This design comes from an exercise in tuning for small area on the open sky130 flow, not from production work. In this exercise RTL edits were held to simulation tests only and were not proved equivalent to the original. Power and IR drop assume default switching activity.

### flow/config.mk
export PLATFORM = sky130hd
export DESIGN_NAME = Pipeline_CPU
export DESIGN_NICKNAME = Pipeline_CPU
export VERILOG_FILES = /design/flow/design.v
export SDC_FILE = /design/flow/constraint.sdc
export NUM_CORES = 4
export LEC_CHECK = 0
export CAP_MARGIN = 20
export CORE_MARGIN = 2
export CORE_UTILIZATION = 45
export CTS_BUF_LIST = sky130_fd_sc_hd__clkbuf_8
export CTS_CLUSTER_DIAMETER = 60
export CTS_CLUSTER_SIZE = 16
export PLACE_DENSITY = 0.55
export SLEW_MARGIN = 20
export SYNTH_HIERARCHICAL = 1
### flow/constraint.sdc
create_clock -name core_clock -period 8.0 [get_ports {clk}]
set_input_delay 1.6000 -clock core_clock [delete_from_list [all_inputs] [get_ports {clk}]]
set_output_delay 1.6000 -clock core_clock [all_outputs]
set_load 0.01 [all_outputs]
### flow/design.v
module rf_nand2(input a, input b, output y);
    assign y = ~(a & b);
endmodule
module rf_o21ai(input a1, input a2, input b1, output y);
    assign y = ~((a1 | a2) & b1);
endmodule
module rf_aoi222(input a0, input b0, input a1, input b1, input a2, input b2, output y);
    assign y = ~((a0 & b0) | (a1 & b1) | (a2 & b2));
endmodule
module rf_nand11(input [10:0] a, output y);
    assign y = ~&a;
endmodule
module rf_rdbit(input [30:0] q, input [30:0] s, output y);
    wire [10:0] t;
    genvar g;
    generate
        for (g = 0; g < 10; g = g + 1) begin : a
            rf_aoi222 u(.a0(q[3*g]), .b0(s[3*g]), .a1(q[3*g+1]), .b1(s[3*g+1]),
                        .a2(q[3*g+2]), .b2(s[3*g+2]), .y(t[g]));
        end
    endgenerate
    rf_nand2 u_l(.a(q[30]), .b(s[30]), .y(t[10]));
    rf_nand11 u_o(.a(t), .y(y));
endmodule
module regs(
    input [31:0] Wt_data,
    input [30:0] nwe,            
    input [30:0] sel1, sel2,     
    input [32*31-1:0] q,         
    output [32*31-1:0] d,        
    output [31:0] Rs1_data, Rs2_data
    );
    wire [31:0] nwd = ~Wt_data;
    wire [30:0] qcol [0:31];
    genvar i, j;
    generate
        for (i = 0; i < 31; i = i + 1) begin : r
            for (j = 0; j < 32; j = j + 1) begin : b
                wire n;
                rf_nand2 u_n(.a(nwe[i]), .b(q[32*i+j]), .y(n));
                rf_o21ai u_o(.a1(nwe[i]), .a2(nwd[j]), .b1(n), .y(d[32*i+j]));
                assign qcol[j][i] = q[32*i+j];
            end
        end
        for (j = 0; j < 32; j = j + 1) begin : c
            rf_rdbit u_r1(.q(qcol[j]), .s(sel1), .y(Rs1_data[j]));
            rf_rdbit u_r2(.q(qcol[j]), .s(sel2), .y(Rs2_data[j]));
        end
    endgenerate
endmodule
module Pipeline_CPU(
        input clk,
        input rst,
        input [31:0] Data_in,
        input [31:0] inst_in,
        output wire MemRW,
        output wire [31:0] PC_out,
        output [31:0] Addr_out,
        output [31:0] Data_out,
        output [31:0] PC_IF_debug,
        output [31:0] PC_ID_debug,
        output [31:0] PC_EX_debug,
        output [31:0] PC_MEM_debug,
        output [31:0] inst_IF_debug,
        output [31:0] inst_ID_debug,
        output MemRW_EX_debug,
        output MemRW_MEM_debug,
        output [31:0] wb_data_debug
    );
    reg [31:2] PC_IF;
    reg [31:0] inst_IFID;
    reg [2:0] v;
    always @(posedge clk or posedge rst) begin
        if (rst) begin
            PC_IF <= 0;
            inst_IFID <= 0;
            v <= 0;
        end else begin
            PC_IF <= PC_IF + 1'b1;
            inst_IFID <= inst_in;
            v <= {v[1:0], 1'b1};
        end
    end
    wire [1:0] a_id = {1'b0, v[0]};
    wire [1:0] a_ex = {v[1], v[0] & ~v[1]};
    wire [1:0] a_mem = {v[1], (v[0] & ~v[1]) | v[2]};
    wire [2:0] l_id = {1'b0, PC_IF[3:2]} - {1'b0, a_id};
    wire [2:0] l_ex = {1'b0, PC_IF[3:2]} - {1'b0, a_ex};
    wire [2:0] l_mem = {1'b0, PC_IF[3:2]} - {1'b0, a_mem};
    wire [31:4] z;       
    assign z[4] = 1'b1;
    genvar k;
    generate
        for (k = 5; k < 32; k = k + 1) begin : zc
            assign z[k] = z[k-1] & ~PC_IF[k-1];
        end
    endgenerate
    wire [31:2] PC_ID = {PC_IF[31:4] ^ (z & {28{l_id[2]}}), l_id[1:0]};
    wire [31:2] PC_EX = {PC_IF[31:4] ^ (z & {28{l_ex[2]}}), l_ex[1:0]};
    wire [31:2] PC_MEM = {PC_IF[31:4] ^ (z & {28{l_mem[2]}}), l_mem[1:0]};
    wire [4:0] opcode = inst_IFID[6:2];
    wire [2:0] funct3 = inst_IFID[14:12];
    wire rd_nz = |inst_IFID[11:7];
    reg [2:0] rop, alu_op_w;
    reg alusrc_w, imms_w, we_w, load_w, jal_w, store_w;
    always @(*) begin
        case (funct3)
            3'b000: rop = {2'b00, inst_IFID[30]};
            3'b001, 3'b011: rop = 3'b000;
            default: rop = funct3;
        endcase
        alu_op_w = 3'b000;
        alusrc_w = 0;
        imms_w = 0;
        we_w = 0;
        load_w = 0;
        jal_w = 0;
        store_w = 0;
        case (opcode)
            5'b01100: begin alu_op_w = rop; we_w = rd_nz; end
            5'b00100: begin alu_op_w = rop; alusrc_w = 1; we_w = rd_nz; end
            5'b00000: begin alusrc_w = 1; we_w = rd_nz; load_w = 1; end
            5'b01000: begin alusrc_w = 1; imms_w = 1; store_w = 1; end
            5'b11000: alu_op_w = 3'b001;
            5'b11011: begin we_w = rd_nz; jal_w = 1; end
            default: ;
        endcase
    end
    reg [2:0] alu_op_IDEX;
    reg alusrc_IDEX, we_IDEX, load_IDEX, jal_IDEX, MemRW_IDEX;
    reg imms_IDEX;
    reg [11:0] hi_IDEX;      
    reg [4:0] rs1_IDEX;
    reg [4:0] rd_IDEX;
    always @(posedge clk or posedge rst) begin
        if (rst) begin
            alu_op_IDEX <= 0;
            alusrc_IDEX <= 0;
            we_IDEX <= 0;
            load_IDEX <= 0;
            jal_IDEX <= 0;
            MemRW_IDEX <= 0;
        end else begin
            alu_op_IDEX <= alu_op_w;
            alusrc_IDEX <= alusrc_w;
            we_IDEX <= we_w;
            load_IDEX <= load_w;
            jal_IDEX <= jal_w;
            MemRW_IDEX <= store_w;
        end
    end
    always @(posedge clk) begin
        imms_IDEX <= imms_w;
        hi_IDEX <= inst_IFID[31:20];
        rs1_IDEX <= inst_IFID[19:15];
        rd_IDEX <= inst_IFID[11:7];
    end
    wire [31:0] rs1_data, rs2_data;
    reg [31:0] wb_data;
    reg [4:0] rd_MEMWB;
    reg we_MEMWB;
    reg [32*31-1:0] rf_q;
    reg [31:1] rf_valid;
    wire [32*31-1:0] rf_d;
    wire [30:0] rf_nwe, rf_sel1, rf_sel2;
    generate
        for (k = 1; k < 32; k = k + 1) begin : rsel
            assign rf_nwe[k-1] = ~(we_MEMWB && (rd_MEMWB == k));
            assign rf_sel1[k-1] = rf_valid[k] && (rs1_IDEX == k);
            assign rf_sel2[k-1] = rf_valid[k] && (hi_IDEX[4:0] == k);
        end
    endgenerate
    always @(posedge clk)
        rf_q <= rf_d;
    always @(posedge clk or posedge rst) begin
        if (rst)
            rf_valid <= 0;
        else
            rf_valid <= rf_valid | ~rf_nwe;
    end
    regs regfile(
        .Wt_data(wb_data),
        .nwe(rf_nwe),
        .sel1(rf_sel1),
        .sel2(rf_sel2),
        .q(rf_q),
        .d(rf_d),
        .Rs1_data(rs1_data),
        .Rs2_data(rs2_data)
    );
    wire [31:0] A = rs1_data;
    wire [31:0] imm = {{20{hi_IDEX[11]}}, hi_IDEX[11:5], imms_IDEX ? rd_IDEX : hi_IDEX[4:0]};
    wire [31:0] B = alusrc_IDEX ? imm : rs2_data;
    wire sub = (alu_op_IDEX == 3'b001) | (alu_op_IDEX == 3'b010);
    wire is_arith = (alu_op_IDEX == 3'b000) | (alu_op_IDEX == 3'b001) | (alu_op_IDEX == 3'b011);
    wire is_sltu = (alu_op_IDEX == 3'b010);
    wire use_p = (alu_op_IDEX == 3'b100) | (alu_op_IDEX == 3'b110);
    wire use_g = (alu_op_IDEX == 3'b111) | (alu_op_IDEX == 3'b110);
    wire is_srl = (alu_op_IDEX == 3'b101) & ~|B[31:5];
    wire [31:0] bx = B ^ {32{sub}};
    wire [31:0] p = A ^ bx;
    wire [31:0] g = A & bx;
    reg [31:0] G, P;
    integer l, i;
    always @(*) begin
        G = g;
        P = p;
        G[0] = g[0] | (p[0] & sub);
        for (l = 0; l < 5; l = l + 1)
            for (i = 0; i < 32; i = i + 1)
                if ((i + 1) % (2 << l) == 0) begin
                    G[i] = G[i] | (P[i] & G[i - (1 << l)]);
                    P[i] = P[i] & P[i - (1 << l)];
                end
        for (l = 3; l >= 0; l = l - 1)
            for (i = 0; i < 32; i = i + 1)
                if ((i + 1) % (2 << l) == (1 << l) && i >= (2 << l)) begin
                    G[i] = G[i] | (P[i] & G[i - (1 << l)]);
                    P[i] = P[i] & P[i - (1 << l)];
                end
    end
    wire [31:0] sum = p ^ {G[30:0], sub};
    wire [3:0] d1 = 4'b1 << B[1:0];
    wire [3:0] d2 = 4'b1 << B[3:2];
    wire [31:0] t1, t2;
    generate
        for (k = 0; k < 32; k = k + 1) begin : sh
            assign t1[k] = (A[k] & d1[0]) | ((k+1 < 32) ? A[(k+1)%32] & d1[1] : 1'b0)
                         | ((k+2 < 32) ? A[(k+2)%32] & d1[2] : 1'b0)
                         | ((k+3 < 32) ? A[(k+3)%32] & d1[3] : 1'b0);
            assign t2[k] = (t1[k] & d2[0]) | ((k+4 < 32) ? t1[(k+4)%32] & d2[1] : 1'b0)
                         | ((k+8 < 32) ? t1[(k+8)%32] & d2[2] : 1'b0)
                         | ((k+12 < 32) ? t1[(k+12)%32] & d2[3] : 1'b0);
        end
    endgenerate
    wire [31:0] s5 = B[4] ? {16'b0, t2[31:16]} : t2;
    wire [31:0] alu_res = (sum & {32{is_arith}}) | (p & {32{use_p}}) | (g & {32{use_g}})
                        | (s5 & {32{is_srl}}) | {31'b0, is_sltu & ~G[31]};
    reg [31:0] ALU_res_EXMEM;
    reg [31:0] rs2_data_EXMEM;
    reg we_EXMEM, load_EXMEM, jal_EXMEM, MemRW_EXMEM;
    reg [4:0] rd_EXMEM;
    always @(posedge clk or posedge rst) begin
        if (rst) begin
            ALU_res_EXMEM <= 0;
            rs2_data_EXMEM <= 0;
            we_EXMEM <= 0;
            load_EXMEM <= 0;
            jal_EXMEM <= 0;
            MemRW_EXMEM <= 0;
        end else begin
            ALU_res_EXMEM <= alu_res;
            rs2_data_EXMEM <= rs2_data;
            we_EXMEM <= we_IDEX;
            load_EXMEM <= load_IDEX;
            jal_EXMEM <= jal_IDEX;
            MemRW_EXMEM <= MemRW_IDEX;
        end
    end
    always @(posedge clk)
        rd_EXMEM <= rd_IDEX;
    wire s_mem = load_EXMEM;
    wire s_pc = ~load_EXMEM & jal_EXMEM;
    wire s_alu = ~load_EXMEM & ~jal_EXMEM;
    wire [31:0] wb_next = (Data_in & {32{s_mem}}) | ({PC_EX, 2'b00} & {32{s_pc}})
                        | (ALU_res_EXMEM & {32{s_alu}});
    always @(posedge clk or posedge rst) begin
        if (rst) begin
            wb_data <= 0;
            we_MEMWB <= 0;
        end else begin
            wb_data <= wb_next;
            we_MEMWB <= we_EXMEM;
        end
    end
    always @(posedge clk)
        rd_MEMWB <= rd_EXMEM;
    assign Addr_out = ALU_res_EXMEM;
    assign Data_out = rs2_data_EXMEM;
    assign MemRW = MemRW_EXMEM;
    assign PC_out = {PC_IF, 2'b00};
    assign PC_IF_debug = {PC_IF, 2'b00};
    assign PC_ID_debug = {PC_ID, 2'b00};
    assign PC_EX_debug = {PC_EX, 2'b00};
    assign PC_MEM_debug = {PC_MEM, 2'b00};
    assign inst_IF_debug = inst_in;
    assign inst_ID_debug = inst_IFID;
    assign MemRW_EX_debug = MemRW_IDEX;
    assign MemRW_MEM_debug = MemRW_EXMEM;
    assign wb_data_debug = wb_data;
endmodule
### flow/flow/run.sh
#!/bin/bash
set -euo pipefail
bash standard.sh \
  'BUFFER_PORTS_ARGS=-buffer_cell sky130_fd_sc_hd__buf_1' \
  'CTS_ARGS=-sink_clustering_enable -repair_clock_nets -dont_use_dummy_load -buf_list {sky130_fd_sc_hd__clkbuf_8} -sink_clustering_size 16 -sink_clustering_max_diameter 60' \
  finish > flow_make.log 2>&1
### flow/standard.sh
#!/bin/bash
# synth_recipe.tcl (not shown) runs the flow's synth.tcl, then flattens the netlist and writes it again
# the make line also repeats each setting of config.mk as NAME=value (left out here)
make -C /OpenROAD-flow-scripts/flow DESIGN_CONFIG=/design/flow/config.mk WORK_HOME=/design/flow/orfs CLKGATE_MAP_FILE= SYNTH_SCRIPT=/design/flow/synth_recipe.tcl "${@:-finish}"
==> results of run 1 <==
-- worst min path at each step --
stage | start | end | slack, ns | cells after the start
final | inst_IFID[27]$_DFF_PP0_ | hi_IDEX[7]$_DFF_P_ | 0.32 | 0
after global routing | inst_IFID[27]$_DFF_PP0_ | hi_IDEX[7]$_DFF_P_ | 0.32 | 0
after CTS | inst_IFID[27]$_DFF_PP0_ | hi_IDEX[7]$_DFF_P_ | 0.33 | 0
after detailed placement | rd_EXMEM[2]$_DFF_P_ | rd_MEMWB[2]$_DFF_P_ | 0.31 | 0
after global placement | rd_EXMEM[1]$_DFF_P_ | rd_MEMWB[1]$_DFF_P_ | 0.31 | 0
after floorplan | rd_EXMEM[0]$_DFF_P_ | rd_MEMWB[0]$_DFF_P_ | 0.31 | 0
-- modules after synthesis, one instance, submodules excluded, excerpt --
module | flip-flops and latches | times used
Pipeline_CPU | 1230 | 1
regs | 0 | 1
rf_aoi222 | 0 | 640
rf_nand11 | 0 | 64
rf_nand2 | 0 | 1056
rf_o21ai | 0 | 992
-- report_power, final --
part | leakage [nW] | total [W] | internal (W) | switching [W]
logic | 8.56 | 0.000770 | 0.000209 | 0.000561
clock network | 0.777 | 0.00327 | 0.00120 | 0.00207
registers | 11.0 | 0.00662 | 0.00638 | 0.000238
-- routing by layer --
metal | part of all wire (%) | vias to the layer above
li1 | - | 22319
met1 | 41 | 23548
met2 | 42 | 3183
met3 | 11 | 510
met4 | 5.5 | 10
met5 | 0.029 | -
-- flip-flops by register name (all words and copies together), names as in the netlist, 3 cells and up --
name	flops
rf_q	992
ALU_res_EXMEM	32
inst_IFID	32
rs2_data_EXMEM	32
wb_data	32
rf_valid	31
PC_IF	30
hi_IDEX	12
rd_EXMEM	5
rd_IDEX	5
rd_MEMWB	5
rs1_IDEX	5
alu_op_IDEX	3
v	3
-- cell usage in the layout (no fill, tap or decap), drive strengths merged, types with 9 or more instances in the layout --
cell,instances
diode,14
xnor2,79
dfrtp,205
a221o,14
nand2b,51
o21a,9
inv,74
buf,494
nand2,1219
and3,64
fa,18
or3,73
nand3,95
ha,40
mux2i,117
xor2,51
clkbuf,108
a21o,15
nor4,15
nand4,138
nor3,39
a222oi,640
o22ai,16
and2,13
dfxtp,1025
conb,11
nor2,75
a221oi,16
o211ai,9
a22oi,15
o21ai,1061
a21oi,61
nor2b,16
-- area by class of cell --
cell class              count  area share (%)
clock buffers             108           2.633
diodes                     14         0.06205
well taps                1512           3.350
inverters                  80          0.5451
flip-flops and latches   1230           45.43
multi-input cells        4038           43.86
repair buffers            494           4.117
-- logic make-up after synthesis --
| kind of cell | Yosys count | share of synthesized area, % |
|---|---|---|
| xor+xnor | 130 | 2.211 |
| fa+ha+maj | 58 | 1.671 |
| other cells | 2 | 0.01458 |
| mux | 123 | 2.441 |
| compound gates | 1893 | 25.41 |
| flops | 1230 | 49.80 |
| simple gates | 1823 | 15.94 |
| buf+inv | 250 | 2.517 |
-- worst max-delay path, delay by kind of cell, from the launching register on --
family / cells / cell delay (ns)
simple gates: 8 / 3.13
compound gates: 9 / 2.05
fa+ha+maj: 2 / 0.73
flops: 1 / 0.43
xor+xnor: 2 / 0.32
-- through the flow --
step | cell area, um^2 | hold slack (ns)
after detailed placement | 54920 | 0.3132
after CTS | 56400 | 0.3280
after global routing | 56440 | 0.3212
after global placement | 54880 | 0.3114
final | 56460 | 0.3153
after floorplan | 51540 | 0.3096
==> run summary, run 1 <==
status - finished clean
met2 Resource Use GR - 54.69%
vias in the first global route - 44,523
chip width - 342.3 um
fin crit period - 6.857 ns
Place WS - 1.558 ns
top_reg_cell synth - dfxtp_1
RSZ-0062 raised after global routing - false
r2r endpoint - ALU_res_EXMEM[25]$_DFF_PP0_
Row Count - 124
Storage cell area - 25,650 um^2
Seq/Total Area, Yosys - 49.80%
hold_buf cts - 0
Clock Skew - 0.1423 ns
first-pass GRT wire length - 317,400 um
CTS sink count - 1,230
pwr/cell area - 188.8 nW/um^2
post-CTS sizing - 0
CTS Buf Count - 108
final setup margin - 1.143 ns
Final period util - 85.72%
final setup fails - 0
Total Routed Length - 224,600 um
synth top area cells - dfxtp_1 40%, a222oi_1 12%, dfrtp_1 10%, o21ai_1 9.8%, nand2_1 8.9%
per-cell routed wire length - 30.04 um
Post-DRT Antenna Nets - 0
drt pass-1 iters - 20
required time worst endpoint - 8.64 ns
reg2reg path depth - 21
M1 GR Usage - 50.67%
Worst setup EP type - flip-flop
footprint of the multi-input gates - 24,770 um^2
RR Startpoint - hi_IDEX[1]$_DFF_P_
f_max - 145.8 MHz
pin count of the biggest net entering global routing - 73
top-area cell type share of the netlist area - 39.84%
maximum VDD drop - 128.2 uV
CP max stage cell - and3_2
initial DRC count - 9,861
Slew @ Worst Pin - 1.335 ns
met3 usage - 7.684%
Worst Setup EP - ALU_res_EXMEM[25]$_DFF_PP0_
Max Slew Vio Count - 0
slew margin rel. - 10.07%
Max Buffers Root-to-Sink - 3
Core Box Area - 113,900 um^2
crit-path max FO - 32
Avg Cell Area, Syn - 9.350 um^2
Yosys top cell by area - dfxtp_1
CTS tree - done
vias post-DR - 49,570
htree depth - 3
IO Port Bufs - 378
Initial Util - 45.23%
Post-Place Cells - 7,353
Worst R2R Setup Slack - 1.14 ns
Post-synth top cells - 1,219 x nand2_1, 1,025 x dfxtp_1, 1,009 x o21ai_1, 640 x a222oi_1, 205 x dfrtp_1
synthesis-to-finish area growth - 9.622%
final non-filler cell total - 7,476
max-capacitance violation count - 0
EDFF count, synth - 0
most used routing layer - met2
final net count - 6,076
CP Class - flip-flop to flip-flop
Syn. warnings - 8
setup_tns - 0 ns
Tot Pwr - 0.01066 W
Critical Path AT - 7.50 ns
chip height - 342.3 um
aggregate global routing overflow - 0
Fillers - 11,116
initial antenna violation count - 16
synthesized flop and latch total - 1,230
Crit path top cell by count - o21ai_0
Worst-Skew Late Latency - 0.87 ns
Netlist cell types - 77
hold crit path type - flip-flop to flip-flop
fraction of registers with async set/reset - 16.67%
worst path cell trace - nor2b_1 > nor2b_1 > and3_2 > a222oi_1 > nand4_1 > or3_1 > nor2_1 > a21oi_1 > xor2_1 > ha_1 > o21ai_0 > o21ai_0 > nor3b_1 > o21ai_0 > nor4_1 > a211oi_1 > o21a_1 > fa_1 > xnor2_1 > a21oi_1 > o22ai_1
crit start category - flip-flop
Post-CTS Setup Bufs - 0
GRT Util Overall - 36.80%
top-count cell post-synth - nand2_1
slowest cell delay on critical path - 0.93 ns
Leak Pwr - 20.34 nW
Mapped Cells - 5,509
Post-Route Utilization - 49.58%
via/cell ratio - 6.631
Reg clk slew, reported paths - 0.10 ns
root buf cell - clkbuf_8
layout cell share with drive strength beyond 1 - 5.832%
die area - 117,200 um^2
num ports - 389
drt drc - 0
Hold Fails Final Rpt - 0
RePlAce Congestion - 1.029
Critical Path Start - hi_IDEX[1]$_DFF_P_
hpwl dp - 148,900 um
Mapped Area - 51,510 um^2
==> run 2: changes to the inputs <==
==> flow/run.sh (new file) <==
#!/bin/bash
# synth_recipe.tcl (not shown) runs the flow's synth.tcl, then flattens the netlist and writes it again
# the make line also repeats each setting of config.mk as NAME=value (left out here)
make -C /OpenROAD-flow-scripts/flow DESIGN_CONFIG=/design/flow/config.mk WORK_HOME=/design/flow/orfs CLKGATE_MAP_FILE= SYNTH_SCRIPT=/design/flow/synth_recipe.tcl finish
removed: flow/flow/run.sh
removed: flow/standard.sh
==> run summary, run 2 <==
Largest Register - rf_q
top-area cell type share of the netlist area - 39.84% (unchanged)
Leak Pwr - 21.82 nW (+7.3%)
internal power - 0.008393 W (+7.7%)
max-capacitance violation count - 0 (unchanged)
maximum VDD drop - 137.9 uV (+7.6%)
Avg Cell Area, Syn - 9.350 um^2 (unchanged)
CP max stage cell - and3_1
htree depth - 3 (unchanged)
Max Slew Vio Count - 0 (unchanged)
CP Class - flip-flop to flip-flop
post-synthesis adder-cell area fraction - 1.671% (unchanged)
max reg flops - 992 (unchanged)
first-pass GRT wire length - 324,700 um (+2.3%)
RR Startpoint - hi_IDEX[4]$_DFF_P_
synthesis-to-finish area growth - 16.21%
initial DRC count - 10,580 (+7.3%)
Worst setup EP type - flip-flop
RSZ-0062 raised after global routing - false
Fillers - 10,780 (-3.0%)
Post-Place Cells - 7,373 (+0.27%)
pwr/cell area - 193.4 nW/um^2 (+2.4%)
Min Hold Slack - 0.3353 ns (+0.02003 ns)
WP depth - 22 (+4.8%)
Synth Area in Simple Gates - 15.94% (unchanged)
RePlAce Congestion - 0.9997 (-2.8%)
slew margin rel. - 19.81% (+9.7 points)
via/cell ratio - 6.549 (-1.2%)
drt pass-1 iters - 14 (-30%)
Total Routed Length - 229,900 um (+2.4%)
Sw Pwr - 0.003181 W (+11%)
Netlist cell types - 77 (unchanged)
vias in the first global route - 44,654 (+0.29%)
Critical Path AT - 7.87 ns (+0.37 ns)
hpwl dp - 153,800 um (+3.3%)
commonest cells after routing, fill and taps aside - 1,188 x nand2_1, 1,025 x dfxtp_1, 1,011 x o21ai_1
slowest cell delay on critical path - 0.83 ns (-0.10 ns)
area share of xor/xnor cells in the synthesized design - 2.211% (unchanged)
aggregate global routing overflow - 0 (unchanged)
share of power burned in combinational logic - 7.5% (+0.3 points)
worst path cell trace - nor2b_1 > and2_1 > and3_1 > buf_4 > a222oi_1 > nand4_1 > or3_1 > nor2_1 > a21oi_1 > xor2_1 > ha_1 > o21ai_0 > o21ai_0 > nor3b_1 > o21ai_0 > nor4_1 > a211oi_1 > o21a_1 > fa_1 > xnor2_1 > a21oi_1 > o22ai_1
Compound-Gate Fraction of Synth Area - 25.41% (unchanged)
drt drc - 0 (unchanged)
status - finished clean
mux cell area share after synthesis - 2.441% (unchanged)
delay-heaviest family, CP - simple AND/OR/NAND/NOR gates
Post-synth top cells - 1,219 x nand2_1, 1,025 x dfxtp_1, 1,009 x o21ai_1, 640 x a222oi_1, 205 x dfrtp_1
required time worst endpoint - 8.67 ns (+0.03 ns)
top-count cell post-synth - nand2_1
root buf cell - clkbuf_8
Worst R2R Setup Slack - 0.79 ns (-0.35 ns)
chip width - 342.3 um (unchanged)
commonest non-fill, non-tap cell in the layout - nand2_1
Row Count - 124 (unchanged)
top_reg_cell synth - dfxtp_1
synthesized flop and latch total - 1,230 (unchanged)
Mapped Cells - 5,509 (unchanged)
Initial Util - 45.23% (unchanged)
crit-path max FO - 19 (-41%)
final non-filler cell total - 7,586 (+1.5%)
Mapped Area - 51,510 um^2 (unchanged)
reg2reg path depth - 22 (+4.8%)
Clock Skew - 0.06173 ns (-0.08058 ns)
worst path buffer plus inverter count - 1 (+1)
Core Box Area - 113,900 um^2 (unchanged)
post-CTS sizing - 0 (unchanged)
fraction of registers with async set/reset - 16.67% (unchanged)
CTS tree - done
vias post-DR - 49,677 (+0.22%)
setup_tns - 0 ns (unchanged)
per-cell routed wire length - 30.31 um (+0.88%)
Worst-Skew Late Latency - 0.85 ns (-0.02 ns)
Reg clk slew, reported paths - 0.10 ns (about the same)
Slew @ Worst Pin - 1.203 ns (-0.1321 ns)
IO Port Bufs - 378 (unchanged)
Post-Route Utilization - 52.56% (+3.0 points)
clock network fraction of design power - 35.4% (+4.8 points)
Post-DRT Antenna Nets - 0 (unchanged)
hold_buf cts - 0 (unchanged)
Worst Setup EP - ALU_res_EXMEM[25]$_DFF_PP0_
Seq/Total Area, Yosys - 49.80% (unchanged)
Post-CTS Setup Bufs - 0 (unchanged)
Critical Path Start - hi_IDEX[4]$_DFF_P_
num ports - 389 (unchanged)
Yosys top cell by area - dfxtp_1
largest family of logic cells by synthesized area - compound AO/OA/AOI/OAI gates
crit start category - flip-flop
final setup fails - 0 (unchanged)
initial antenna violation count - 22 (+6)
fin crit period - 7.205 ns (+0.3478 ns)
CTS Buf Count - 109 (+0.93%)
layout cell share with drive strength beyond 1 - 6.949% (+1.1 points)
CTS sink count - 1,230 (unchanged)
GRT Util Overall - 37.79% (+0.99 points)
f_max - 138.8 MHz (-4.8%)
Final period util - 90.06% (+4.3 points)
synth top area cells - dfxtp_1 40%, a222oi_1 12%, dfrtp_1 10%, o21ai_1 9.8%, nand2_1 8.9%
Crit path top cell by count - o21ai_0
Syn. warnings - 8 (unchanged)
Max Buffers Root-to-Sink - 3 (unchanged)
net switching fraction of the power - 27.49% (+0.57 points)
die area - 117,200 um^2 (unchanged)
r2r endpoint - ALU_res_EXMEM[25]$_DFF_PP0_
hold crit path type - flip-flop to flip-flop
final net count - 6,096 (+0.33%)
chip height - 342.3 um (unchanged)
pin count of the biggest net entering global routing - 113 (+55%)
Hold Fails Final Rpt - 0 (unchanged)
EDFF count, synth - 0 (unchanged)
sequential share of power - 57.1% (-5.0 points)
-- run 2: cell counts after synthesis --
No cell type changed its count.
-- run 2: cell type report --
type | count | area, um^2 | area share (%)
diodes | 16 | 40.04 | 0.06689
clock buffers | 117 | 1610 | 2.690
clock inverters | 80 | 789.5 | 1.319
inverters | 80 | 307.8 | 0.5142
multi-input cells | 4038 | 24750 | 41.34
flip-flops and latches | 1230 | 25650 | 42.86
well taps | 1512 | 1892 | 3.161
repair buffers | 513 | 4817 | 8.048
-- run 2: logic make-up (layout without fill, tap and decap cells) --
| kind of cell | after synthesis | in the layout |
|---|---|---|
| buffers and inverters | 250 | 790 |
| XOR/XNOR | 130 | 130 |
| flip-flops | 1230 | 1230 |
| AND/OR/NAND/NOR | 1823 | 1823 |
| adder cells (fa/ha/maj) | 58 | 58 |
| multiplexers | 123 | 123 |
| other | 2 | 27 |
| AO/OA/AOI/OAI | 1893 | 1893 |
-- run 2: worst min-delay path by stage --
| stage | to | slack, ns | start | cells after the start |
|---|---|---|---|---|
| 2_1_floorplan | rd_MEMWB[0]$_DFF_P_ | 0.31 | rd_EXMEM[0]$_DFF_P_ | 0 |
| 3_3_place_gp | rd_MEMWB[1]$_DFF_P_ | 0.31 | rd_EXMEM[1]$_DFF_P_ | 0 |
| 3_5_place_dp | rd_MEMWB[2]$_DFF_P_ | 0.31 | rd_EXMEM[2]$_DFF_P_ | 0 |
| 4_1_cts | rd_MEMWB[1]$_DFF_P_ | 0.34 | rd_EXMEM[1]$_DFF_P_ | 0 |
| 5_1_grt | rd_MEMWB[3]$_DFF_P_ | 0.34 | rd_EXMEM[3]$_DFF_P_ | 0 |
| 6_report | rd_MEMWB[3]$_DFF_P_ | 0.34 | rd_EXMEM[3]$_DFF_P_ | 0 |
-- run 2: stage by stage --
stage               setup WS (ns)  power [W]  instance area, um^2
finish                     0.7949    0.01157                59860
global route               0.4421    0.01196                59830
CTS                         1.218    0.01161                59820
detailed placement          1.308   0.007588                57420
global placement            1.376   0.007577                57400
floorplan                  0.8042   0.007102                51540
-- run 2: layer usage --
metal,GRT usage [%],vias to the layer above,wire [um]
met1,52.69,23520,94700
met5,0,-,79
met3,7.545,535,24860
met2,56.19,3140,98000
li1,-,22470,-
met4,17.60,12,12270
-- run 2: power groups by stage --
stage	combinational, W	clock [W]	sequential (W)
floorplan	0.000431	0	0.00667
global placement	0.000841	0	0.00674
detailed placement	0.000851	0	0.00674
CTS	0.000853	0.00416	0.00660
global route	0.000927	0.00439	0.00664
finish	0.000865	0.00410	0.00661
-- run 2: modules after synthesis, one instance, submodules excluded, excerpt --
module / copies in the design / area, um^2 / flops+latches / cells
rf_aoi222: 640 / 10.01 / 0 / 1
rf_nand11: 64 / 23.77 / 0 / 4
Pipeline_CPU: 1 / 34530 / 1230 / 2533
rf_o21ai: 992 / 5.005 / 0 / 1
rf_nand2: 1056 / 3.754 / 0 / 1
regs: 1 / 120.1 / 0 / 32
-- run 2: worst reg2reg max path: cells and delay by family (launching register included) --
family / cells / cell delay (ns)
XOR/XNOR: 2 / 0.31
adder cells (fa/ha/maj): 2 / 0.74
buffers and inverters: 1 / 0.51
flip-flops: 1 / 0.42
AO/OA/AOI/OAI: 9 / 2.02
AND/OR/NAND/NOR: 8 / 3.04
==> run 3: changes to the inputs <==
==> flow/flow/run.sh (new file) <==
#!/bin/bash
set -euo pipefail
bash standard.sh \
  'BUFFER_PORTS_ARGS=-buffer_cell sky130_fd_sc_hd__buf_1' \
  'CTS_ARGS=-sink_clustering_enable -repair_clock_nets -dont_use_dummy_load -buf_list {sky130_fd_sc_hd__clkbuf_8} -sink_clustering_size 16 -sink_clustering_max_diameter 80' \
  finish > flow_make.log 2>&1
==> flow/standard.sh (new file) <==
#!/bin/bash
# synth_recipe.tcl (not shown) runs the flow's synth.tcl, then flattens the netlist and writes it again
# the make line also repeats each setting of config.mk as NAME=value (left out here)
make -C /OpenROAD-flow-scripts/flow DESIGN_CONFIG=/design/flow/config.mk WORK_HOME=/design/flow/orfs CLKGATE_MAP_FILE= SYNTH_SCRIPT=/design/flow/synth_recipe.tcl "${@:-finish}"
--- a/flow/config.mk
+++ b/flow/config.mk
@@ -11,3 +11,3 @@
 export CTS_BUF_LIST = sky130_fd_sc_hd__clkbuf_8
-export CTS_CLUSTER_DIAMETER = 60
+export CTS_CLUSTER_DIAMETER = 80
 export CTS_CLUSTER_SIZE = 16
removed: flow/run.sh
==> run summary, run 3 <==
layout cell share with drive strength beyond 1 - 5.530% (-1.4 points)
Hold Fails Final Rpt - 0 (unchanged)
IO Port Bufs - 378 (unchanged)
Post-synth top cells - 1,219 x nand2_1, 1,025 x dfxtp_1, 1,009 x o21ai_1, 640 x a222oi_1, 205 x dfrtp_1
Crit path top cell by count - o21ai_0
CTS Buf Count - 88 (-19%)
Tot Pwr - 0.01042 W (-10%)
CP max stage cell - and3_2
drt drc - 0 (unchanged)
synthesis-to-finish area growth - 9.097%
slew margin rel. - 8.912% (-11 points)
Total Routed Length - 224,600 um (-2.3%)
hold_buf cts - 0 (unchanged)
fin crit period - 6.993 ns (-0.2119 ns)
max-capacitance violation count - 0 (unchanged)
DP Area - 54,920 um^2 (-4.4%)
Min Hold Slack - 0.2942 ns (-0.04113 ns)
Slew @ Worst Pin - 1.352 ns (+0.1493 ns)
Final period util - 87.42% (-2.6 points)
vias in the first global route - 44,316 (-0.76%)
Core Box Area - 113,900 um^2 (unchanged)
Reg clk slew, reported paths - 0.11 ns (about the same)
Critical Path AT - 7.58 ns (-0.29 ns)
setup_tns - 0 ns (unchanged)
commonest cells after routing, fill and taps aside - 1,188 x nand2_1, 1,025 x dfxtp_1, 1,010 x o21ai_1
Seq/Total Area, Yosys - 49.80% (unchanged)
root buf cell - clkbuf_8
slowest cell delay on critical path - 1.01 ns (+0.18 ns)
die area - 117,200 um^2 (unchanged)
pwr/cell area - 185.4 nW/um^2 (-4.1%)
GRT Util Overall - 36.86% (-0.93 points)
vias post-DR - 49,301 (-0.76%)
required time worst endpoint - 8.59 ns (-0.08 ns)
Avg Cell Area, Syn - 9.350 um^2 (unchanged)
hold crit path type - flip-flop to flip-flop
top_reg_cell synth - dfxtp_1
Clock Skew - 0.1277 ns (+0.06595 ns)
max reg flops - 992 (unchanged)
initial DRC count - 9,919 (-6.2%)
Mapped Cells - 5,509 (unchanged)
Max Slew Vio Count - 0 (unchanged)
per-cell routed wire length - 30.14 um (-0.56%)
hpwl dp - 148,900 um (-3.2%)
Max Buffers Root-to-Sink - 3 (unchanged)
CTS sink count - 1,230 (unchanged)
post-CTS sizing - 0 (unchanged)
crit start category - flip-flop
top-count cell post-synth - nand2_1
Place WS - 1.558 ns (+0.2504 ns)
fin area - 56,190 um^2 (-6.1%)
Mapped Area - 51,510 um^2 (unchanged)
Syn. warnings - 8 (unchanged)
RSZ-0062 raised after global routing - false
commonest non-fill, non-tap cell in the layout - nand2_1
Leak Pwr - 20.20 nW (-7.4%)
htree depth - 3 (unchanged)
maximum VDD drop - 156.3 uV (+13%)
Post-CTS Setup Bufs - 0 (unchanged)
worst path cell trace - nor2b_1 > nor2b_1 > and3_2 > a222oi_1 > nand4_1 > or3_1 > nor2_1 > a21oi_1 > xor2_1 > ha_1 > o21ai_0 > o21ai_0 > nor3b_1 > o21ai_0 > nor4_1 > a211oi_1 > o21a_1 > fa_1 > xnor2_1 > a21oi_1 > o22ai_1
EDFF count, synth - 0 (unchanged)
CP Class - flip-flop to flip-flop
CTS tree - done
Netlist cell types - 77 (unchanged)
f_max - 143.0 MHz (+3.0%)
crit-path max FO - 32 (+13)
Yosys top cell by area - dfxtp_1
drt pass-1 iters - 14 (unchanged)
first-pass GRT wire length - 317,800 um (-2.1%)
final net count - 6,057 (-0.64%)
final setup fails - 0 (unchanged)
RePlAce Congestion - 1.029 (+2.9%)
Fillers - 11,120 (+3.2%)
chip width - 342.3 um (unchanged)
synthesized flop and latch total - 1,230 (unchanged)
chip height - 342.3 um (unchanged)
via/cell ratio - 6.615 (+1.0%)
top-area cell type share of the netlist area - 39.84% (unchanged)
Initial Util - 45.23% (unchanged)
synth top area cells - dfxtp_1 40%, a222oi_1 12%, dfrtp_1 10%, o21ai_1 9.8%, nand2_1 8.9%
fraction of registers with async set/reset - 16.67% (unchanged)
initial antenna violation count - 21 (-4.5%)
pin count of the biggest net entering global routing - 73 (-35%)
final setup margin - 1.007 ns (+0.2119 ns)
num ports - 389 (unchanged)
Row Count - 124 (unchanged)
aggregate global routing overflow - 0 (unchanged)
Worst setup EP type - flip-flop
Worst-Skew Late Latency - 0.83 ns (-0.02 ns)
Largest Register - rf_q
status - finished clean
Post-DRT Antenna Nets - 0 (unchanged)
[run 3: cell count changes in the layout (fill, tap and decap cells not counted), sizes merged]
cell	previous run	this run
clkinv	34	5
bufinv	9	0
clkdlybuf4s50	378	0
inv	100	75
clkbuf	117	88
clkinvlp	17	0
buf	135	495
diode	16	10
[run 3: per-stage QoR]
step | utilization [%] | instances
global route | 49.33 | 7445
floorplan | - | 5518
CTS | 49.29 | 7441
finish | 49.35 | 7453
global placement | 48.19 | 7350
detailed placement | 48.22 | 7353
[run 3: path summary, 6_finish.rpt]
check	from	endpoint	slack, ns	cells past startpoint
setup reg to reg	hi_IDEX[1]$_DFF_P_	ALU_res_EXMEM[25]$_DFF_PP0_	1.01	21
max in group asynchronous	rst	inst_IFID[0]$_DFF_PP0_	5.59	3
setup / recovery	hi_IDEX[1]$_DFF_P_	ALU_res_EXMEM[25]$_DFF_PP0_	1.01	21
hold reg to reg	inst_IFID[27]$_DFF_PP0_	hi_IDEX[7]$_DFF_P_	0.29	0
hold / removal	inst_IFID[27]$_DFF_PP0_	hi_IDEX[7]$_DFF_P_	0.29	0
min in group asynchronous	rst	wb_data[15]$_DFF_PP0_	0.89	2
[run 3: worst max-delay path, delay by kind of cell (launching register included)]
kind | cells | cell delay, ns
simple gates | 8 | 3.20
flops | 1 | 0.45
fa+ha+maj | 2 | 0.72
xor+xnor | 2 | 0.32
compound gates | 9 | 2.04
[run 3: layout make-up]
cell class / instances / area [um^2] / share of cell area (%)
inverters: 80 / 307.8 / 0.5477
repair buffers: 495 / 2340 / 4.164
flip-flops and latches: 1230 / 25650 / 45.65
clock buffers: 88 / 1211 / 2.155
multi-input cells: 4038 / 24770 / 44.07
diodes: 10 / 25.02 / 0.04453
well taps: 1512 / 1892 / 3.367
[run 3: per-layer routing]
layer / track usage [%] / part of all wire [%] / wire, um / up-vias
li1: - / - / - / 22273
met1: 50.72 / 42 / 93350 / 23529
met2: 54.76 / 42 / 95280 / 2991
met3: 7.717 / 10 / 23560 / 488
met4: 18.37 / 5.5 / 12310 / 20
met5: 0 / 0.054 / 121 / -
[run 3: cells by family after synthesis]
group,count (synthesis),share of synthesized area (%)
buffers and inverters,250,2.517
other,2,0.01458
and+or+nand+nor,1823,15.94
xor gates and xnor gates,130,2.211
adders and majority gates,58,1.671
AOI/OAI and AO/OA,1893,25.41
muxes,123,2.441
DFF,1230,49.80
[run 3: report_power, final]
| part | switching [W] | internal, W | total [W] |
|---|---|---|---|
| sequential | 0.000238 | 0.00638 | 0.00662 |
| combinational | 0.000562 | 0.000211 | 0.000773 |
| clock | 0.00204 | 0.000986 | 0.00302 |
[run 3: Yosys stat by module, one instance, submodules excluded, a selection]
module / copies in the design / cells
rf_o21ai: 992 / 1
rf_nand2: 1056 / 1
regs: 1 / 32
rf_aoi222: 640 / 1
Pipeline_CPU: 1 / 2533
rf_nand11: 64 / 4
==> run 4: changes to the inputs <==
--- a/flow/design.v
+++ b/flow/design.v
@@ -5,2 +5,5 @@
     assign y = ~((a1 | a2) & b1);
+endmodule
+module rf_nor2(input a, input b, output y);
+    assign y = ~(a | b);
 endmodule
@@ -25,3 +28,3 @@
 module regs(
-    input [31:0] Wt_data,
+    input [31:0] Wt_data_n,      
     input [30:0] nwe,            
@@ -32,3 +35,3 @@
     );
-    wire [31:0] nwd = ~Wt_data;
+    wire [31:0] nwd = Wt_data_n;
     wire [30:0] qcol [0:31];
@@ -158,3 +161,4 @@
     wire [31:0] rs1_data, rs2_data;
-    reg [31:0] wb_data;
+    reg [31:0] wb_n;
+    wire [31:0] wb_data;
     reg [4:0] rd_MEMWB;
@@ -181,3 +185,3 @@
     regs regfile(
-        .Wt_data(wb_data),
+        .Wt_data_n(wb_n),
         .nwe(rf_nwe),
@@ -238,3 +242,11 @@
                         | (s5 & {32{is_srl}}) | {31'b0, is_sltu & ~G[31]};
-    reg [31:0] ALU_res_EXMEM;
+    reg [31:0] alu_n_EXMEM;
+    wire [31:0] ALU_res_EXMEM;
+    wire nv0 = ~v[0];
+    generate
+        for (k = 0; k < 32; k = k + 1) begin : og
+            rf_nor2 u_a(.a(alu_n_EXMEM[k]), .b(nv0), .y(ALU_res_EXMEM[k]));
+            rf_nor2 u_w(.a(wb_n[k]), .b(nv0), .y(wb_data[k]));
+        end
+    endgenerate
     reg [31:0] rs2_data_EXMEM;
@@ -244,3 +256,2 @@
         if (rst) begin
-            ALU_res_EXMEM <= 0;
             rs2_data_EXMEM <= 0;
@@ -251,3 +262,2 @@
         end else begin
-            ALU_res_EXMEM <= alu_res;
             rs2_data_EXMEM <= rs2_data;
@@ -259,4 +269,6 @@
     end
-    always @(posedge clk)
+    always @(posedge clk) begin
+        alu_n_EXMEM <= ~alu_res;
         rd_EXMEM <= rd_IDEX;
+    end
     wire s_mem = load_EXMEM;
@@ -268,6 +280,4 @@
         if (rst) begin
-            wb_data <= 0;
             we_MEMWB <= 0;
         end else begin
-            wb_data <= wb_next;
             we_MEMWB <= we_EXMEM;
@@ -275,4 +285,6 @@
     end
-    always @(posedge clk)
+    always @(posedge clk) begin
+        wb_n <= ~wb_next;
         rd_MEMWB <= rd_EXMEM;
+    end
     assign Addr_out = ALU_res_EXMEM;
==> run summary, run 4 <==
post-CTS sizing - 0 (unchanged)
Reg clk slew, reported paths - 0.10 ns (about the same)
GRT Util Overall - 38.41% (+1.5 points)
slew margin rel. - 11.83% (+2.9 points)
RR Startpoint - hi_IDEX[1]$_DFF_P_
Post-DRT Antenna Nets - 0 (unchanged)
chip height - 341.9 um (-0.11%)
Core Box Area - 113,000 um^2 (-0.81%)
CTS Buf Count - 89 (+1.1%)
top_reg_cell synth - dfxtp_1
top-count cell post-synth - nand2_1
maximum VDD drop - 162.2 uV (+3.7%)
reg2reg path depth - 21 (unchanged)
htree depth - 3 (unchanged)
Worst R2R Setup Slack - 1.08 ns (+0.07 ns)
Largest Register - rf_q
Slew @ Worst Pin - 1.323 ns (-0.02948 ns)
commonest non-fill, non-tap cell in the layout - nand2_1
sequential share of power - 64.0% (+0.4 points)
internal power - 0.007475 W (-1.4%)
Yosys top cell by area - dfxtp_1
clock network fraction of design power - 30.0% (+1.0 points)
Tot Pwr - 0.01011 W (-2.9%)
hold_buf cts - 0 (unchanged)
net switching fraction of the power - 26.07% (-1.1 points)
commonest cells after routing, fill and taps aside - 1,203 x nand2_1, 1,089 x dfxtp_1, 999 x o21ai_1
setup_tns - 0 ns (unchanged)
RSZ-0062 raised after global routing - false
Max Slew Vio Count - 0 (unchanged)
crit-path max FO - 17 (-47%)
Mapped Cells - 5,614 (+1.9%)
final net count - 6,207 (+2.5%)
initial antenna violation count - 13 (-38%)
Initial Util - 45.50% (+0.27 points)
Final period util - 86.51% (-0.90 points)
Place WS - 1.445 ns (-0.1130 ns)
Worst setup EP type - flip-flop
Mapped Area - 51,390 um^2 (-0.22%)
Clock Skew - 0.06191 ns (-0.06577 ns)
Syn. warnings - 8 (unchanged)
hold crit path type - flip-flop to flip-flop
Critical Path Start - hi_IDEX[1]$_DFF_P_
vias in the first global route - 45,773 (+3.3%)
max-capacitance violation count - 0 (unchanged)
synth top area cells - dfxtp_1 42%, a222oi_1 12%, o21ai_1 9.7%, nand2_1 9.0%, dfrtp_1 6.9%
synthesized flop and latch total - 1,230 (unchanged)
first-pass GRT wire length - 329,100 um (+3.6%)
HP Start - rd_EXMEM[1]$_DFF_P_
num ports - 389 (unchanged)
initial DRC count - 9,969 (+0.50%)
RePlAce Congestion - 1.004 (-2.4%)
drt drc - 0 (unchanged)
hold path depth - 0 (unchanged)
Netlist cell types - 73 (-5.2%)
max reg flops - 992 (unchanged)
Max Buffers Root-to-Sink - 3 (unchanged)
share of power burned in combinational logic - 6.0% (-1.4 points)
f_max - 144.5 MHz (+1.0%)
status - finished clean
Post-Route Utilization - 49.90% (+0.55 points)
fraction of registers with async set/reset - 11.46% (-5.2 points)
CTS sink count - 1,230 (unchanged)
pin count of the biggest net entering global routing - 66 (-9.6%)
Total Routed Length - 233,900 um (+4.1%)
Fillers - 11,104 (-0.14%)
layout cell share with drive strength beyond 1 - 5.542% (+0.012 points)
Min Hold Slack - 0.3359 ns (+0.04170 ns)
Post-CTS Setup Bufs - 0 (unchanged)
required time worst endpoint - 8.70 ns (+0.11 ns)
Row Count - 123 (-0.81%)
r2r endpoint - alu_n_EXMEM[24]$_DFF_P_
vias post-DR - 50,581 (+2.6%)
crit start category - flip-flop
synthesis-to-finish area growth - 9.670%
CTS tree - done
CP Class - flip-flop to flip-flop
Critical Path AT - 7.62 ns (+0.04 ns)
die area - 116,900 um^2 (-0.22%)
Leak Pwr - 20.11 nW (-0.45%)
aggregate global routing overflow - 0 (unchanged)
EDFF count, synth - 0 (unchanged)
Avg Cell Area, Syn - 9.154 um^2 (-2.1%)
final setup margin - 1.079 ns (+0.07207 ns)
hpwl dp - 154,100 um (+3.5%)
via/cell ratio - 6.663 (+0.73%)
IO Port Bufs - 378 (unchanged)
Sw Pwr - 0.002636 W (-7.0%)
Post-synth top cells - 1,234 x nand2_1, 1,089 x dfxtp_1, 999 x o21ai_1, 640 x a222oi_1, 164 x nor2_1
final setup fails - 0 (unchanged)
chip width - 341.9 um (-0.11%)
top-area cell type share of the netlist area - 42.42% (+2.6 points)
fin crit period - 6.921 ns (-0.07207 ns)
sink of the worst hold path - rd_MEMWB[1]$_DFF_P_
Seq/Total Area, Yosys - 49.29% (-0.51 points)
pwr/cell area - 179.4 nW/um^2 (-3.2%)
Hold Fails Final Rpt - 0 (unchanged)
drt pass-1 iters - 13 (-1)
Worst-Skew Late Latency - 0.82 ns (about the same)
per-cell routed wire length - 30.81 um (+2.2%)
root buf cell - clkbuf_8
[run 4: changes by cell type after synthesis, sizes merged, moves of 11 or more]
cell / before / now
inv: 79 / 53
o21a: 9 / 20
dfxtp: 1025 / 1089
nor3: 39 / 57
o22ai: 16 / 3
mux2i: 117 / 103
nor2: 75 / 165
o21ai: 1061 / 1035
xor2: 51 / 38
a21oi: 61 / 107
nand2: 1219 / 1235
dfrtp: 205 / 141
[run 4: cells by family after synthesis]
kind of cell | count (synthesis) | synth area share [%]
other | 2 | 0.01461
AOI/OAI and AO/OA | 1920 | 25.77
xor gates and xnor gates | 120 | 2.045
buffers and inverters | 223 | 2.215
muxes | 110 | 2.159
DFF | 1230 | 49.29
adders and majority gates | 58 | 1.675
and+or+nand+nor | 1951 | 16.84
[run 4: area by class of cell]
type	count	area, um^2	share of cell area [%]
Antenna cell	10	25.02	0.04440
Clock buffer	89	1225	2.173
Inverter	53	203.9	0.3618
Multi-Input combinational cell	4170	25070	44.49
Sequential cell	1230	25330	44.94
Tap cell	1500	1877	3.330
Timing Repair Buffer	539	2628	4.662
[run 4: worst max path at each step]
stage                               to  slack, ns
2_1_floorplan  alu_n_EXMEM[24]$_DFF_P_       2.47
3_3_place_gp   alu_n_EXMEM[24]$_DFF_P_       1.42
3_5_place_dp   alu_n_EXMEM[24]$_DFF_P_       1.45
4_1_cts        alu_n_EXMEM[24]$_DFF_P_       1.36
5_1_grt        alu_n_EXMEM[24]$_DFF_P_       0.85
6_report       alu_n_EXMEM[24]$_DFF_P_       1.08
[run 4: metal layers]
metal	vias up	track usage (%)	part of all wire (%)
met4	6	23.21	6.6
met2	3184	56.74	42
met1	24027	51.07	40
met5	-	0	0.012
li1	22746	-	-
met3	618	8.816	11
[run 4: critical path, stage by stage (launching register included)]
cell,delay (ns)
dfxtp_1,0.42
and2_1,0.28
nor2b_1,0.30
and3_1,0.96
buf_4,0.44
a222oi_1,0.18
nand4_1,0.35
or3_1,0.27
mux2i_1,0.11
xnor2_1,0.28
ha_1,0.32
and3_1,0.19
a221o_1,0.37
a211o_1,0.29
o21ai_1,0.55
o21ai_0,0.27
a21o_1,0.22
a21oi_1,0.19
fa_1,0.44
nor3_1,0.17
a21oi_1,0.06
o21a_1,0.14
[run 4: power groups by stage]
stage | Sequential (W) | Clock [W] | Combinational [W]
global placement | 0.00660 | 0 | 0.000590
finish | 0.00647 | 0.00303 | 0.000609
floorplan | 0.00660 | 0 | 0.000301
global route | 0.00649 | 0.00331 | 0.000655
detailed placement | 0.00660 | 0 | 0.000598
CTS | 0.00646 | 0.00309 | 0.000598
[run 4: modules after synthesis (local to each module, per instance), a selection]
module	cells	cell area, um^2
rf_nand11	4	23.77
rf_o21ai	1	5.005
rf_nor2	1	3.754
Pipeline_CPU	2606	34300
rf_nand2	1	3.754
rf_aoi222	1	10.01
[run 4: metrics by stage]
| step | instance area [um^2] | std cells |
|---|---|---|
| detailed placement | 55110 | 7492 |
| global route | 56350 | 7585 |
| floorplan | 51430 | 5623 |
| finish | 56360 | 7591 |
| CTS | 56340 | 7581 |
| global placement | 55110 | 7492 |

[port drivers added, routing unchanged]
Ports are ideal in the flow. The routed layouts listed here were re-timed in OpenROAD. Step 1 assumes that a clkbuf_16 drives the clock port and a buf_2 every other input. Step 2 adds t to the input delays and takes it off the output delays; t is the mean of the earliest and latest rising clock arrival at the registers after step 1. Input paths then give back, and output paths get back, about the clock's delay inside the block. Three values: ideal, step 1, step 2; two values: the first two.
run | t, ns | slack for setup (ns) | hold slack, ns | cell pins on the clock port's net
run 1 | 0.882 | 1.143 / 1.143 / 1.143 | 0.315 / 0.315 / 0.315 | 1
run 2 | 0.889 | 0.795 / 0.795 / 0.795 | 0.335 / 0.335 / 0.335 | 1
run 3 | 0.844 | 1.007 / 1.007 / 1.007 | 0.294 / 0.294 / 0.294 | 1
run 4 | 0.867 | 1.079 / 1.079 / 1.079 | 0.336 / 0.336 / 0.336 | 1
After both steps setup and hold are still met in every run listed.
